Source: an optimization exercise on an open RTL-to-GDS flow (aim: a short achievable clock period and few clock cycles). Production flows keep margins and buffers that such runs may drop. Only simulation tests tie the RTL to the original design; equivalence was not proved.

==> umber <==
==> flow/design.v <==
module ARM(
	input clk, rst,
	output [31:0] imem_addr,
	input [31:0] imem_data,
	output [31:0] dmem_addr,
	output [31:0] dmem_wdata,
	output dmem_read,
	output dmem_write,
	input [31:0] dmem_rdata,
	input dmem_ready
);
	reg [29:0] pc;           
	reg [31:0] ir;           
	reg        ir_v;
	reg        ir_pred;      
	reg [29:0] pc_d;         
	reg        btb_v;
	reg [29:0] btb_pc, btb_tgt;
	reg        bt_ins;       
	reg [29:0] bt_pc, bt_tgt;
	reg        x_wen, x_fwe, x_ld;
	reg [3:0]  x_dest;
	reg [31:0] x_a, x_b;     
	reg        x_arith, x_and, x_orr, x_eor;   
	reg        x_ci1, x_cin;                   
	reg        x_csub, x_ccmp, x_vq;           
	reg [3:0]  x_ldflags;    
	reg [31:0] m_addr, m_wdata;
	reg        m_rd, m_wr;
	reg [31:0] lr;
	reg        w_wen;
	reg [3:0]  w_dest;
	reg [3:0]  flags;        
	wire [31:0] rf [0:15];
	reg  [15:0] wr;
	genvar gi;
	generate
		for (gi = 0; gi < 16; gi = gi + 1) begin : g_rf
			reg [31:0] r;
			always @(posedge clk)
				if (w_wen && w_dest == gi) r <= lr;
			assign rf[gi] = wr[gi] ? r : gi;
		end
	endgenerate
	always @(posedge clk or posedge rst)
		if (rst) wr <= 16'd0;
		else if (w_wen) wr[w_dest] <= 1'b1;
	assign imem_addr = {pc, 2'b00};
	assign dmem_addr = m_addr;
	assign dmem_wdata = m_wdata;
	assign dmem_read = m_rd;
	assign dmem_write = m_wr;
	wire add_cin = x_ci1 | (x_cin & flags[1]);   
	wire [32:0] sum = {1'b0, x_a} + {1'b0, x_b} + {32'd0, add_cin};
	wire [31:0] alu = x_arith ? sum[31:0] :
	                  x_and ? (x_a & x_b) :
	                  x_orr ? (x_a | x_b) :
	                  x_eor ? (x_a ^ x_b) : x_b;
	wire z_sum = &(~((x_a ^ x_b) ^ {x_a[30:0] | x_b[30:0], add_cin}));
	wire z_log = (alu == 32'd0);
	wire c_arith = x_ccmp ? (x_a[31] ^ x_b[31] ^ sum[32]) : (sum[32] ^ x_csub);
	wire v_arith = ((x_a[31] == x_b[31]) ^ x_vq) & (sum[31] != x_a[31]);
	wire [3:0] alu_flags = x_arith ? {z_sum, c_arith, sum[31], v_arith}
	                               : {z_log, 1'b0, alu[31], 1'b0};
	wire [3:0] x_flags = x_ld ? x_ldflags : alu_flags;
	wire [31:0] x_res = x_ld ? dmem_rdata : alu;
	wire [3:0] cond = ir[31:28];
	wire [1:0] mode = ir[27:26];
	wire       d_i = ir[25];
	wire [3:0] opc = ir[24:21];
	wire       d_s = ir[20];
	wire [3:0] rn = ir[19:16];
	wire [3:0] rd = ir[15:12];
	wire [3:0] rm = ir[3:0];
	wire is_dp = (mode == 2'b00);
	wire is_mem = (mode == 2'b01);
	wire is_br = (mode == 2'b10);
	wire is_ld = is_mem & d_s;
	wire is_st = is_mem & ~d_s;
	wire o_and = (opc == 4'b0000), o_eor = (opc == 4'b0001), o_sub = (opc == 4'b0010);
	wire o_add = (opc == 4'b0100), o_adc = (opc == 4'b0101), o_sbc = (opc == 4'b0110);
	wire o_tst = (opc == 4'b1000), o_cmp = (opc == 4'b1010), o_orr = (opc == 4'b1100);
	wire o_mov = (opc == 4'b1101), o_mvn = (opc == 4'b1111);
	wire o_arith = o_add | o_adc | o_sub | o_sbc | o_cmp;
	wire o_nowb = o_tst | o_cmp;
	wire dp_ok = is_dp & (o_arith | o_and | o_eor | o_tst | o_orr | o_mov | o_mvn);
	wire d_wen = (dp_ok & ~o_nowb) | is_ld;
	wire d_fwe = (dp_ok & (d_s | o_nowb)) | is_ld;
	wire use_rn = (dp_ok & ~o_mov & ~o_mvn) | is_mem;
	wire use_rm = dp_ok & ~d_i & ~ir[4];
	wire [3:0] srcb = is_st ? rd : rm;
	wire [31:0] rfa = rf[rn];
	wire [31:0] rfb = rf[srcb];
	wire [31:0] bya = (w_wen && w_dest == rn) ? lr : rfa;
	wire [31:0] byb = (w_wen && w_dest == srcb) ? lr : rfb;
	wire [4:0] sha = ir[11:7];
	wire [63:0] b_rr = {byb, byb} >> sha;
	reg  [31:0] b_sh;
	always @(*) begin
		case (ir[6:5])
			2'b00: b_sh = byb << sha;
			2'b11: b_sh = b_rr[31:0];
			default: b_sh = byb >> sha;       
		endcase
	end
	wire [63:0] imm_rr = {24'd0, ir[7:0], 24'd0, ir[7:0]} >> {ir[11:8], 1'b0};
	wire [31:0] op2 = d_i ? imm_rr[31:0] : (ir[4] ? 32'd0 : b_sh);
	wire d_inv = o_sub | o_sbc | o_cmp | o_mvn;
	wire [31:0] off = {{20{ir[11]}}, ir[11:0]};
	wire [32:0] asum = {1'b0, bya} + {1'b0, off};
	wire z_asum = &(~((bya ^ off) ^ {bya[30:0] | off[30:0], 1'b0}));
	wire [3:0] d_ldflags = {z_asum, asum[32], asum[31],
	                        (bya[31] == off[31]) & (asum[31] != bya[31])};
	wire [31:0] d_wdata = (x_wen && x_dest == rd) ? x_res : byb;
	wire [3:0] ff = x_fwe ? x_flags : flags;
	wire fz = ff[3], fc = ff[2], fn = ff[1], fv = ff[0];
	reg cpass;
	always @(*) begin
		case (cond)
			4'b0000: cpass = fz;
			4'b0001: cpass = ~fz;
			4'b0010: cpass = fc;
			4'b0011: cpass = ~fc;
			4'b0100: cpass = fn;
			4'b0101: cpass = ~fn;
			4'b0110: cpass = fv;
			4'b0111: cpass = ~fv;
			4'b1000: cpass = fc & ~fz;
			4'b1001: cpass = ~fc | fz;
			4'b1010: cpass = (fn == fv);
			4'b1011: cpass = (fn != fv);
			4'b1100: cpass = ~fz & (fn == fv);
			4'b1101: cpass = fz | ~fv;        
			4'b1110: cpass = 1'b1;
			default: cpass = 1'b0;
		endcase
	end
	wire stall_mem = (m_rd | m_wr) & ~dmem_ready;
	wire stall_dep = ir_v & x_wen & ((use_rn & (x_dest == rn)) | (use_rm & (x_dest == rm)));
	wire hold = stall_mem | stall_dep;
	wire go = ir_v & ~stall_dep;
	wire exe = go & cpass;
	wire br_far = (ir[23:0] != 24'd0);
	wire br_taken = ir_v & is_br & cpass & br_far;
	wire [29:0] pc_d1 = pc_d + 30'd1;
	wire [29:0] br_target = pc_d1 + {{6{ir[23]}}, ir[23:0]};
	wire pred_ok = (pc == br_target);
	wire redir_t = br_taken & ~(ir_pred & pred_ok);
	wire redir_f = ir_v & ir_pred & ~br_taken;
	wire f_hit = btb_v && (pc == btb_pc);
	wire [29:0] f_next = f_hit ? btb_tgt : pc + 30'd1;
	always @(posedge clk or posedge rst) begin
		if (rst) begin
			pc <= 30'd0;
			ir_v <= 1'b0;
			btb_v <= 1'b0;
			bt_ins <= 1'b0;
		end else begin
			if (!hold) begin
				pc <= redir_t ? br_target : (redir_f ? pc_d1 : f_next);
				ir_v <= ~(redir_t | redir_f);
			end
			bt_ins <= ~hold & redir_t & ir[23];
			if (bt_ins)
				btb_v <= 1'b1;
			else if (~hold & redir_f & ~is_br)
				btb_v <= 1'b0;
		end
	end
	always @(posedge clk) begin
		if (!hold) begin
			ir <= imem_data;
			pc_d <= pc;
			ir_pred <= f_hit;
		end
		bt_pc <= pc_d;
		bt_tgt <= br_target;
		if (bt_ins) begin
			btb_pc <= bt_pc;
			btb_tgt <= bt_tgt;
		end
	end
	always @(posedge clk or posedge rst) begin
		if (rst) begin
			x_wen <= 1'b0;
			x_fwe <= 1'b0;
			m_rd <= 1'b0;
			m_wr <= 1'b0;
		end else if (!stall_mem) begin
			x_wen <= exe & d_wen;
			x_fwe <= exe & d_fwe;
			m_rd <= exe & is_ld;
			m_wr <= exe & is_st;
		end
	end
	always @(posedge clk) begin
		if (!stall_mem) begin
			x_ld <= is_ld;
			x_dest <= rd;
			x_a <= bya;
			x_b <= d_inv ? ~op2 : op2;
			x_arith <= o_arith;
			x_and <= o_and | o_tst;
			x_orr <= o_orr;
			x_eor <= o_eor;
			x_ci1 <= o_sub | o_cmp;
			x_cin <= o_adc | o_sbc;
			x_csub <= o_sub | o_sbc;
			x_ccmp <= o_cmp;
			x_vq <= o_sbc;
			x_ldflags <= d_ldflags;
			m_addr <= asum[31:0];
			m_wdata <= d_wdata;
		end
	end
	always @(posedge clk or posedge rst) begin
		if (rst) begin
			w_wen <= 1'b0;
			flags <= 4'd0;
		end else if (!stall_mem) begin
			w_wen <= x_wen;
			if (x_fwe) flags <= x_flags;
		end
	end
	always @(posedge clk) begin
		if (!stall_mem) begin
			w_dest <= x_dest;
			lr <= x_res;
		end
	end
endmodule
==> flow/flow/run.sh <==
#!/bin/bash
# Layout flow: the standard ORFS flow, with timing repair (floorplan,
# CTS and global-route repair_timing) aiming for a setup slack of
# SETUP_SLACK_MARGIN ns instead of 0, so the layout is optimised for the
# shortest period it can reach. Constraints (constraint.sdc) are unchanged.
set -uo pipefail
cd "$(dirname "$0")/.."
export SETUP_SLACK_MARGIN=15
bash standard.sh > flow_make.log 2>&1
==> flow/standard.sh <==
#!/bin/bash
# synth_recipe.tcl (not shown) runs the flow's synth.tcl, then flattens the netlist and writes it again
# the make line also repeats each setting of config.mk as NAME=value (left out here)
make -C /OpenROAD-flow-scripts/flow DESIGN_CONFIG=/design/flow/config.mk WORK_HOME=/design/flow/orfs CLKGATE_MAP_FILE= SYNTH_SCRIPT=/design/flow/synth_recipe.tcl "${@:-finish}"
==> flow/config.mk <==
export PLATFORM = sky130hd
export DESIGN_NAME = ARM
export DESIGN_NICKNAME = ARM
export VERILOG_FILES = /design/flow/design.v
export SDC_FILE = /design/flow/constraint.sdc
export NUM_CORES = 4
export LEC_CHECK = 0
export CAP_MARGIN = 20
export CORE_MARGIN = 2
export CORE_UTILIZATION = 40
export SLEW_MARGIN = 20
==> flow/constraint.sdc <==
create_clock -name core_clock -period 20.0 [get_ports {clk}]
set_input_delay 4.0000 -clock core_clock [delete_from_list [all_inputs] [get_ports {clk}]]
set_output_delay 4.0000 -clock core_clock [all_outputs]
set_load 0.01 [all_outputs]
==> cedar: changes against umber <==
--- a/flow/design.v
+++ b/flow/design.v
@@ -14,22 +14,27 @@
 	reg        ir_v;
 	reg        ir_pred;      
 	reg [29:0] pc_d;         
+	reg [29:0] pc_d1;        
+	reg [23:0] ir_poff;      
+	reg [15:0] rn_oh, sb_oh;  
 	reg        btb_v;
 	reg [29:0] btb_pc, btb_tgt;
+	reg [23:0] btb_off;
 	reg        bt_ins;       
 	reg [29:0] bt_pc, bt_tgt;
+	reg [23:0] bt_off;
 	reg        x_wen, x_fwe, x_ld;
 	reg [3:0]  x_dest;
 	reg [31:0] x_a, x_b;     
+	reg        x_fa;         
+	reg [31:0] lr;           
 	reg        x_arith, x_and, x_orr, x_eor;   
 	reg        x_ci1, x_cin;                   
 	reg        x_csub, x_ccmp, x_vq;           
 	reg [3:0]  x_ldflags;    
-	reg [31:0] m_addr, m_wdata;
+	reg [31:0] m_addr, m_wdata;     
+	reg [31:0] m_addr_s, m_wdata_s;  
 	reg        m_rd, m_wr;
-	reg [31:0] lr;
-	reg        w_wen;
-	reg [3:0]  w_dest;
 	reg [3:0]  flags;        
 	wire [31:0] rf [0:15];
 	reg  [15:0] wr;
@@ -38,28 +43,29 @@
 		for (gi = 0; gi < 16; gi = gi + 1) begin : g_rf
 			reg [31:0] r;
 			always @(posedge clk)
-				if (w_wen && w_dest == gi) r <= lr;
+				if (x_wen && x_dest == gi) r <= x_res;
 			assign rf[gi] = wr[gi] ? r : gi;
 		end
 	endgenerate
 	always @(posedge clk or posedge rst)
 		if (rst) wr <= 16'd0;
-		else if (w_wen) wr[w_dest] <= 1'b1;
+		else if (x_wen) wr[x_dest] <= 1'b1;
 	assign imem_addr = {pc, 2'b00};
 	assign dmem_addr = m_addr;
 	assign dmem_wdata = m_wdata;
 	assign dmem_read = m_rd;
 	assign dmem_write = m_wr;
 	wire add_cin = x_ci1 | (x_cin & flags[1]);   
-	wire [32:0] sum = {1'b0, x_a} + {1'b0, x_b} + {32'd0, add_cin};
+	wire [31:0] xa = x_fa ? lr : x_a;
+	wire [32:0] sum = {1'b0, xa} + {1'b0, x_b} + {32'd0, add_cin};
 	wire [31:0] alu = x_arith ? sum[31:0] :
-	                  x_and ? (x_a & x_b) :
-	                  x_orr ? (x_a | x_b) :
-	                  x_eor ? (x_a ^ x_b) : x_b;
-	wire z_sum = &(~((x_a ^ x_b) ^ {x_a[30:0] | x_b[30:0], add_cin}));
+	                  x_and ? (xa & x_b) :
+	                  x_orr ? (xa | x_b) :
+	                  x_eor ? (xa ^ x_b) : x_b;
+	wire z_sum = &(~((xa ^ x_b) ^ {xa[30:0] | x_b[30:0], add_cin}));
 	wire z_log = (alu == 32'd0);
-	wire c_arith = x_ccmp ? (x_a[31] ^ x_b[31] ^ sum[32]) : (sum[32] ^ x_csub);
-	wire v_arith = ((x_a[31] == x_b[31]) ^ x_vq) & (sum[31] != x_a[31]);
+	wire c_arith = x_ccmp ? (xa[31] ^ x_b[31] ^ sum[32]) : (sum[32] ^ x_csub);
+	wire v_arith = ((xa[31] == x_b[31]) ^ x_vq) & (sum[31] != xa[31]);
 	wire [3:0] alu_flags = x_arith ? {z_sum, c_arith, sum[31], v_arith}
 	                               : {z_log, 1'b0, alu[31], 1'b0};
 	wire [3:0] x_flags = x_ld ? x_ldflags : alu_flags;
@@ -89,10 +95,18 @@
 	wire use_rn = (dp_ok & ~o_mov & ~o_mvn) | is_mem;
 	wire use_rm = dp_ok & ~d_i & ~ir[4];
 	wire [3:0] srcb = is_st ? rd : rm;
-	wire [31:0] rfa = rf[rn];
-	wire [31:0] rfb = rf[srcb];
-	wire [31:0] bya = (w_wen && w_dest == rn) ? lr : rfa;
-	wire [31:0] byb = (w_wen && w_dest == srcb) ? lr : rfb;
+	reg [31:0] rfa, rfb;
+	integer k;
+	always @(*) begin
+		rfa = 32'd0;
+		rfb = 32'd0;
+		for (k = 0; k < 16; k = k + 1) begin
+			rfa = rfa | ({32{rn_oh[k]}} & rf[k]);
+			rfb = rfb | ({32{sb_oh[k]}} & rf[k]);
+		end
+	end
+	wire [31:0] bya = rfa;
+	wire [31:0] byb = rfb;
 	wire [4:0] sha = ir[11:7];
 	wire [63:0] b_rr = {byb, byb} >> sha;
 	reg  [31:0] b_sh;
@@ -107,9 +121,11 @@
 	wire [31:0] op2 = d_i ? imm_rr[31:0] : (ir[4] ? 32'd0 : b_sh);
 	wire d_inv = o_sub | o_sbc | o_cmp | o_mvn;
 	wire [31:0] off = {{20{ir[11]}}, ir[11:0]};
-	wire [32:0] asum = {1'b0, bya} + {1'b0, off};
+	wire [31:0] asum;
+	wire a_cout;
+	ks_add #(32) u_aadd (.a(bya), .b(off), .cin(1'b0), .sum(asum), .cout(a_cout));
 	wire z_asum = &(~((bya ^ off) ^ {bya[30:0] | off[30:0], 1'b0}));
-	wire [3:0] d_ldflags = {z_asum, asum[32], asum[31],
+	wire [3:0] d_ldflags = {z_asum, a_cout, asum[31],
 	                        (bya[31] == off[31]) & (asum[31] != bya[31])};
 	wire [31:0] d_wdata = (x_wen && x_dest == rd) ? x_res : byb;
 	wire [3:0] ff = x_fwe ? x_flags : flags;
@@ -136,19 +152,22 @@
 		endcase
 	end
 	wire stall_mem = (m_rd | m_wr) & ~dmem_ready;
-	wire stall_dep = ir_v & x_wen & ((use_rn & (x_dest == rn)) | (use_rm & (x_dest == rm)));
+	wire fwda = x_wen & (x_dest == rn);
+	wire stall_dep = ir_v & x_wen & (((use_rn & ~dp_ok) & (x_dest == rn)) | (use_rm & (x_dest == rm)));
 	wire hold = stall_mem | stall_dep;
 	wire go = ir_v & ~stall_dep;
 	wire exe = go & cpass;
 	wire br_far = (ir[23:0] != 24'd0);
 	wire br_taken = ir_v & is_br & cpass & br_far;
-	wire [29:0] pc_d1 = pc_d + 30'd1;
-	wire [29:0] br_target = pc_d1 + {{6{ir[23]}}, ir[23:0]};
-	wire pred_ok = (pc == br_target);
+	wire [29:0] br_target;
+	wire br_co;
+	ks_add #(30) u_badd (.a(pc_d1), .b({{6{ir[23]}}, ir[23:0]}), .cin(1'b0), .sum(br_target), .cout(br_co));
+	wire pred_ok = (ir[23:0] == ir_poff);
 	wire redir_t = br_taken & ~(ir_pred & pred_ok);
 	wire redir_f = ir_v & ir_pred & ~br_taken;
 	wire f_hit = btb_v && (pc == btb_pc);
-	wire [29:0] f_next = f_hit ? btb_tgt : pc + 30'd1;
+	wire [29:0] pc_1 = pc + 30'd1;
+	wire [29:0] f_next = f_hit ? btb_tgt : pc_1;
 	always @(posedge clk or posedge rst) begin
 		if (rst) begin
 			pc <= 30'd0;
@@ -170,14 +189,20 @@
 	always @(posedge clk) begin
 		if (!hold) begin
 			ir <= imem_data;
+			rn_oh <= 16'd1 << imem_data[19:16];
+			sb_oh <= 16'd1 << ((imem_data[27:26] == 2'b01 && !imem_data[20]) ? imem_data[15:12] : imem_data[3:0]);
 			pc_d <= pc;
+			pc_d1 <= pc_1;
 			ir_pred <= f_hit;
+			ir_poff <= btb_off;
 		end
 		bt_pc <= pc_d;
 		bt_tgt <= br_target;
+		bt_off <= ir[23:0];
 		if (bt_ins) begin
 			btb_pc <= bt_pc;
 			btb_tgt <= bt_tgt;
+			btb_off <= bt_off;
 		end
 	end
 	always @(posedge clk or posedge rst) begin
@@ -198,6 +223,7 @@
 			x_ld <= is_ld;
 			x_dest <= rd;
 			x_a <= bya;
+			x_fa <= fwda;
 			x_b <= d_inv ? ~op2 : op2;
 			x_arith <= o_arith;
 			x_and <= o_and | o_tst;
@@ -209,23 +235,56 @@
 			x_ccmp <= o_cmp;
 			x_vq <= o_sbc;
 			x_ldflags <= d_ldflags;
-			m_addr <= asum[31:0];
-			m_wdata <= d_wdata;
-		end
-	end
-	always @(posedge clk or posedge rst) begin
-		if (rst) begin
-			w_wen <= 1'b0;
+			m_addr_s <= asum;
+			m_wdata_s <= d_wdata;
+		end
+	end
+	always @(posedge clk or posedge rst) begin
+		if (rst) begin
+			m_addr <= 32'd0;
+			m_wdata <= 32'd0;
+		end else begin
+			m_addr <= stall_mem ? m_addr_s : asum;
+			m_wdata <= stall_mem ? m_wdata_s : d_wdata;
+		end
+	end
+	always @(posedge clk or posedge rst) begin
+		if (rst) begin
 			flags <= 4'd0;
 		end else if (!stall_mem) begin
-			w_wen <= x_wen;
 			if (x_fwe) flags <= x_flags;
 		end
 	end
 	always @(posedge clk) begin
-		if (!stall_mem) begin
-			w_dest <= x_dest;
+		if (!stall_mem)
 			lr <= x_res;
-		end
 	end
 endmodule
+module ks_add #(parameter W = 32, parameter L = 5) (
+	input  [W-1:0] a, b,
+	input          cin,
+	output [W-1:0] sum,
+	output         cout
+);
+	wire [W-1:0] p0 = a ^ b;
+	wire [W-1:0] g [0:L];
+	wire [W-1:0] p [0:L];
+	assign g[0] = (a & b) | {{(W-1){1'b0}}, p0[0] & cin};
+	assign p[0] = p0;
+	genvar l, i;
+	generate
+		for (l = 0; l < L; l = l + 1) begin : lv
+			for (i = 0; i < W; i = i + 1) begin : bt
+				if (i >= (1 << l)) begin : c
+					assign g[l+1][i] = g[l][i] | (p[l][i] & g[l][i-(1<<l)]);
+					assign p[l+1][i] = p[l][i] & p[l][i-(1<<l)];
+				end else begin : n
+					assign g[l+1][i] = g[l][i];
+					assign p[l+1][i] = p[l][i];
+				end
+			end
+		end
+	endgenerate
+	assign sum = p0 ^ {g[L][W-2:0], cin};
+	assign cout = g[L][W-1];
+endmodule
--- a/flow/config.mk
+++ b/flow/config.mk
@@ -7,5 +7,5 @@
 export LEC_CHECK = 0
 export CAP_MARGIN = 20
 export CORE_MARGIN = 2
-export CORE_UTILIZATION = 40
+export CORE_UTILIZATION = 65
 export SLEW_MARGIN = 20
==> zinc: changes against umber <==
--- a/flow/design.v
+++ b/flow/design.v
@@ -14,10 +14,15 @@
 	reg        ir_v;
 	reg        ir_pred;      
 	reg [29:0] pc_d;         
+	reg [29:0] pc_d1;        
+	reg [23:0] ir_poff;      
+	reg [15:0] rn_oh, sb_oh;  
 	reg        btb_v;
 	reg [29:0] btb_pc, btb_tgt;
+	reg [23:0] btb_off;
 	reg        bt_ins;       
 	reg [29:0] bt_pc, bt_tgt;
+	reg [23:0] bt_off;
 	reg        x_wen, x_fwe, x_ld;
 	reg [3:0]  x_dest;
 	reg [31:0] x_a, x_b;     
@@ -25,7 +30,8 @@
 	reg        x_ci1, x_cin;                   
 	reg        x_csub, x_ccmp, x_vq;           
 	reg [3:0]  x_ldflags;    
-	reg [31:0] m_addr, m_wdata;
+	reg [31:0] m_addr, m_wdata;     
+	reg [31:0] m_addr_s, m_wdata_s;  
 	reg        m_rd, m_wr;
 	reg [31:0] lr;
 	reg        w_wen;
@@ -89,8 +95,16 @@
 	wire use_rn = (dp_ok & ~o_mov & ~o_mvn) | is_mem;
 	wire use_rm = dp_ok & ~d_i & ~ir[4];
 	wire [3:0] srcb = is_st ? rd : rm;
-	wire [31:0] rfa = rf[rn];
-	wire [31:0] rfb = rf[srcb];
+	reg [31:0] rfa, rfb;
+	integer k;
+	always @(*) begin
+		rfa = 32'd0;
+		rfb = 32'd0;
+		for (k = 0; k < 16; k = k + 1) begin
+			rfa = rfa | ({32{rn_oh[k]}} & rf[k]);
+			rfb = rfb | ({32{sb_oh[k]}} & rf[k]);
+		end
+	end
 	wire [31:0] bya = (w_wen && w_dest == rn) ? lr : rfa;
 	wire [31:0] byb = (w_wen && w_dest == srcb) ? lr : rfb;
 	wire [4:0] sha = ir[11:7];
@@ -107,9 +121,11 @@
 	wire [31:0] op2 = d_i ? imm_rr[31:0] : (ir[4] ? 32'd0 : b_sh);
 	wire d_inv = o_sub | o_sbc | o_cmp | o_mvn;
 	wire [31:0] off = {{20{ir[11]}}, ir[11:0]};
-	wire [32:0] asum = {1'b0, bya} + {1'b0, off};
+	wire [31:0] asum;
+	wire a_cout;
+	ks_add #(32) u_aadd (.a(bya), .b(off), .cin(1'b0), .sum(asum), .cout(a_cout));
 	wire z_asum = &(~((bya ^ off) ^ {bya[30:0] | off[30:0], 1'b0}));
-	wire [3:0] d_ldflags = {z_asum, asum[32], asum[31],
+	wire [3:0] d_ldflags = {z_asum, a_cout, asum[31],
 	                        (bya[31] == off[31]) & (asum[31] != bya[31])};
 	wire [31:0] d_wdata = (x_wen && x_dest == rd) ? x_res : byb;
 	wire [3:0] ff = x_fwe ? x_flags : flags;
@@ -142,13 +158,15 @@
 	wire exe = go & cpass;
 	wire br_far = (ir[23:0] != 24'd0);
 	wire br_taken = ir_v & is_br & cpass & br_far;
-	wire [29:0] pc_d1 = pc_d + 30'd1;
-	wire [29:0] br_target = pc_d1 + {{6{ir[23]}}, ir[23:0]};
-	wire pred_ok = (pc == br_target);
+	wire [29:0] br_target;
+	wire br_co;
+	ks_add #(30) u_badd (.a(pc_d1), .b({{6{ir[23]}}, ir[23:0]}), .cin(1'b0), .sum(br_target), .cout(br_co));
+	wire pred_ok = (ir[23:0] == ir_poff);
 	wire redir_t = br_taken & ~(ir_pred & pred_ok);
 	wire redir_f = ir_v & ir_pred & ~br_taken;
 	wire f_hit = btb_v && (pc == btb_pc);
-	wire [29:0] f_next = f_hit ? btb_tgt : pc + 30'd1;
+	wire [29:0] pc_1 = pc + 30'd1;
+	wire [29:0] f_next = f_hit ? btb_tgt : pc_1;
 	always @(posedge clk or posedge rst) begin
 		if (rst) begin
 			pc <= 30'd0;
@@ -170,14 +188,20 @@
 	always @(posedge clk) begin
 		if (!hold) begin
 			ir <= imem_data;
+			rn_oh <= 16'd1 << imem_data[19:16];
+			sb_oh <= 16'd1 << ((imem_data[27:26] == 2'b01 && !imem_data[20]) ? imem_data[15:12] : imem_data[3:0]);
 			pc_d <= pc;
+			pc_d1 <= pc_1;
 			ir_pred <= f_hit;
+			ir_poff <= btb_off;
 		end
 		bt_pc <= pc_d;
 		bt_tgt <= br_target;
+		bt_off <= ir[23:0];
 		if (bt_ins) begin
 			btb_pc <= bt_pc;
 			btb_tgt <= bt_tgt;
+			btb_off <= bt_off;
 		end
 	end
 	always @(posedge clk or posedge rst) begin
@@ -209,8 +233,17 @@
 			x_ccmp <= o_cmp;
 			x_vq <= o_sbc;
 			x_ldflags <= d_ldflags;
-			m_addr <= asum[31:0];
-			m_wdata <= d_wdata;
+			m_addr_s <= asum;
+			m_wdata_s <= d_wdata;
+		end
+	end
+	always @(posedge clk or posedge rst) begin
+		if (rst) begin
+			m_addr <= 32'd0;
+			m_wdata <= 32'd0;
+		end else begin
+			m_addr <= stall_mem ? m_addr_s : asum;
+			m_wdata <= stall_mem ? m_wdata_s : d_wdata;
 		end
 	end
 	always @(posedge clk or posedge rst) begin
@@ -229,3 +262,31 @@
 		end
 	end
 endmodule
+module ks_add #(parameter W = 32, parameter L = 5) (
+	input  [W-1:0] a, b,
+	input          cin,
+	output [W-1:0] sum,
+	output         cout
+);
+	wire [W-1:0] p0 = a ^ b;
+	wire [W-1:0] g [0:L];
+	wire [W-1:0] p [0:L];
+	assign g[0] = (a & b) | {{(W-1){1'b0}}, p0[0] & cin};
+	assign p[0] = p0;
+	genvar l, i;
+	generate
+		for (l = 0; l < L; l = l + 1) begin : lv
+			for (i = 0; i < W; i = i + 1) begin : bt
+				if (i >= (1 << l)) begin : c
+					assign g[l+1][i] = g[l][i] | (p[l][i] & g[l][i-(1<<l)]);
+					assign p[l+1][i] = p[l][i] & p[l][i-(1<<l)];
+				end else begin : n
+					assign g[l+1][i] = g[l][i];
+					assign p[l+1][i] = p[l][i];
+				end
+			end
+		end
+	endgenerate
+	assign sum = p0 ^ {g[L][W-2:0], cin};
+	assign cout = g[L][W-1];
+endmodule
==> flow_metrics.py <==
metrics = {
    "yosys": {
        "async_flop_share_pct": 6.210,
        "synth_top_area_share_pct": 42.90,
        "synth_common_cells": "816 x edfxtp_1, 626 x nand2_1, 498 x nand3_1",
    },
    "route": {
        "vias": 58140,
        "met2_length_microns": 119400,
    },
    "final_layout": {
        "fin_util_pct": 52.90,
        "ff_latch_area_sq_um": 27220,
        "multi_input_area_share_pct": 42.63,
        "buf_share_pct": 12.12,
        "seq-cell-share_pct": 36.35,
        "clkbuf_count": 128,
    },
    "global_route": {
        "antenna_found_initial": 27,
        "grt_max_degree": 75,
    },
    "cts": {
        "postCtsSetupBuffers": 332,
        "path_clk_slew_ns": 0.06,
        "cts-buffers-inserted": 103,
    },
    "critical_path": {
        "r2r_end": "x_ldflags[2]$_DFFE_PN_",
        "cp.arrival_ns": 6.55,
        "reg2reg_depth": 23,
    },
    "run_status": {
        "status": "finished clean",
    },
}
# the run above: umber

==> flow_metrics.py <==
metrics = {
    "final_layout": {
        "multi_input_area_share_pct": 35.92,
        "seq-cell-share_pct": 46.89,
        "ff_latch_area_sq_um": 31970,
        "fin_util_pct": 48.10,
        "clkbuf_count": 149,
    },
    "global_route": {
        "antenna_found_initial": 4,
    },
    "cts": {
        "cts-buffers-inserted": 117,
        "postCtsSetupBuffers": 79,
        "path_clk_slew_ns": 0.07,
    },
    "critical_path": {
        "reg2reg_depth": 16,
        "r2r_end": "pc[19]$_DFFE_PP0N_",
        "cp.arrival_ns": 1.43,
    },
    "floorplanning": {
        "initial_core_util_pct": 40.40,
    },
    "yosys": {
        "synth_common_cells": "863 x edfxtp_1, 393 x nand2_1, 285 x a22oi_1",
        "synth_top_area_share_pct": 45.25,
    },
    "run_status": {
        "status": "finished clean",
    },
    "route": {
        "vias": 45450,
    },
}
# the run above: zinc

==> flow_metrics.py <==
metrics = {
    "run_status": {
        "status": "finished clean",
    },
    "route": {
        "met2_length_microns": 91650,
        "vias": 48990,
    },
    "critical_path": {
        "reg2reg_depth": 25,
        "r2r_end": "pc[16]$_DFFE_PP0N_",
    },
    "global_route": {
        "antenna_found_initial": 8,
    },
    "cts": {
        "postCtsSetupBuffers": 156,
        "path_clk_slew_ns": 0.07,
    },
    "final_layout": {
        "clkbuf_count": 141,
        "fin_util_pct": 78.63,
        "seq-cell-share_pct": 46.85,
        "buf_share_pct": 7.680,
    },
    "yosys": {
        "synth_common_cells": "860 x edfxtp_1, 448 x nand2_1, 358 x a22oi_1",
    },
}
# the run above: cedar

Testbench counts of umber, summed over its fixed seeds: cycles 28,788.
Testbench counts of cedar, summed over its fixed seeds: cycles 28,192.
Testbench counts of zinc, summed over its fixed seeds: cycles 28,788.

separate check: timing with driven ports:
Ports are ideal in the flow. The routed layouts listed here were re-timed in OpenROAD.
Step 1: set_driving_cell puts a clkbuf_16 on clk and a buf_2 on each other input, an assumption about the parent block.
Step 2 moves the port delays by t, midway between the first and last clock arrival at a register: inputs arrive t later, outputs are due t later. That takes back most of the time a late clock gives input paths.
Three values: ideal ports, drivers, drivers and shift; two values: the first two.
run	t, ns	slack for setup (ns)	worst register clock-pin slew, ns
umber	0.854	13.960 / 13.960 / 13.960	0.07 / 0.07
cedar	0.783	14.554 / 14.554 / 14.092	0.07 / 0.07
zinc	0.837	14.567 / 14.478 / 14.151	0.08 / 0.08
After both steps setup and hold are still met in every run listed. The setup slack of cedar, which loses most, moves by 0.000 ns with the drivers and by -0.462 ns with both steps.
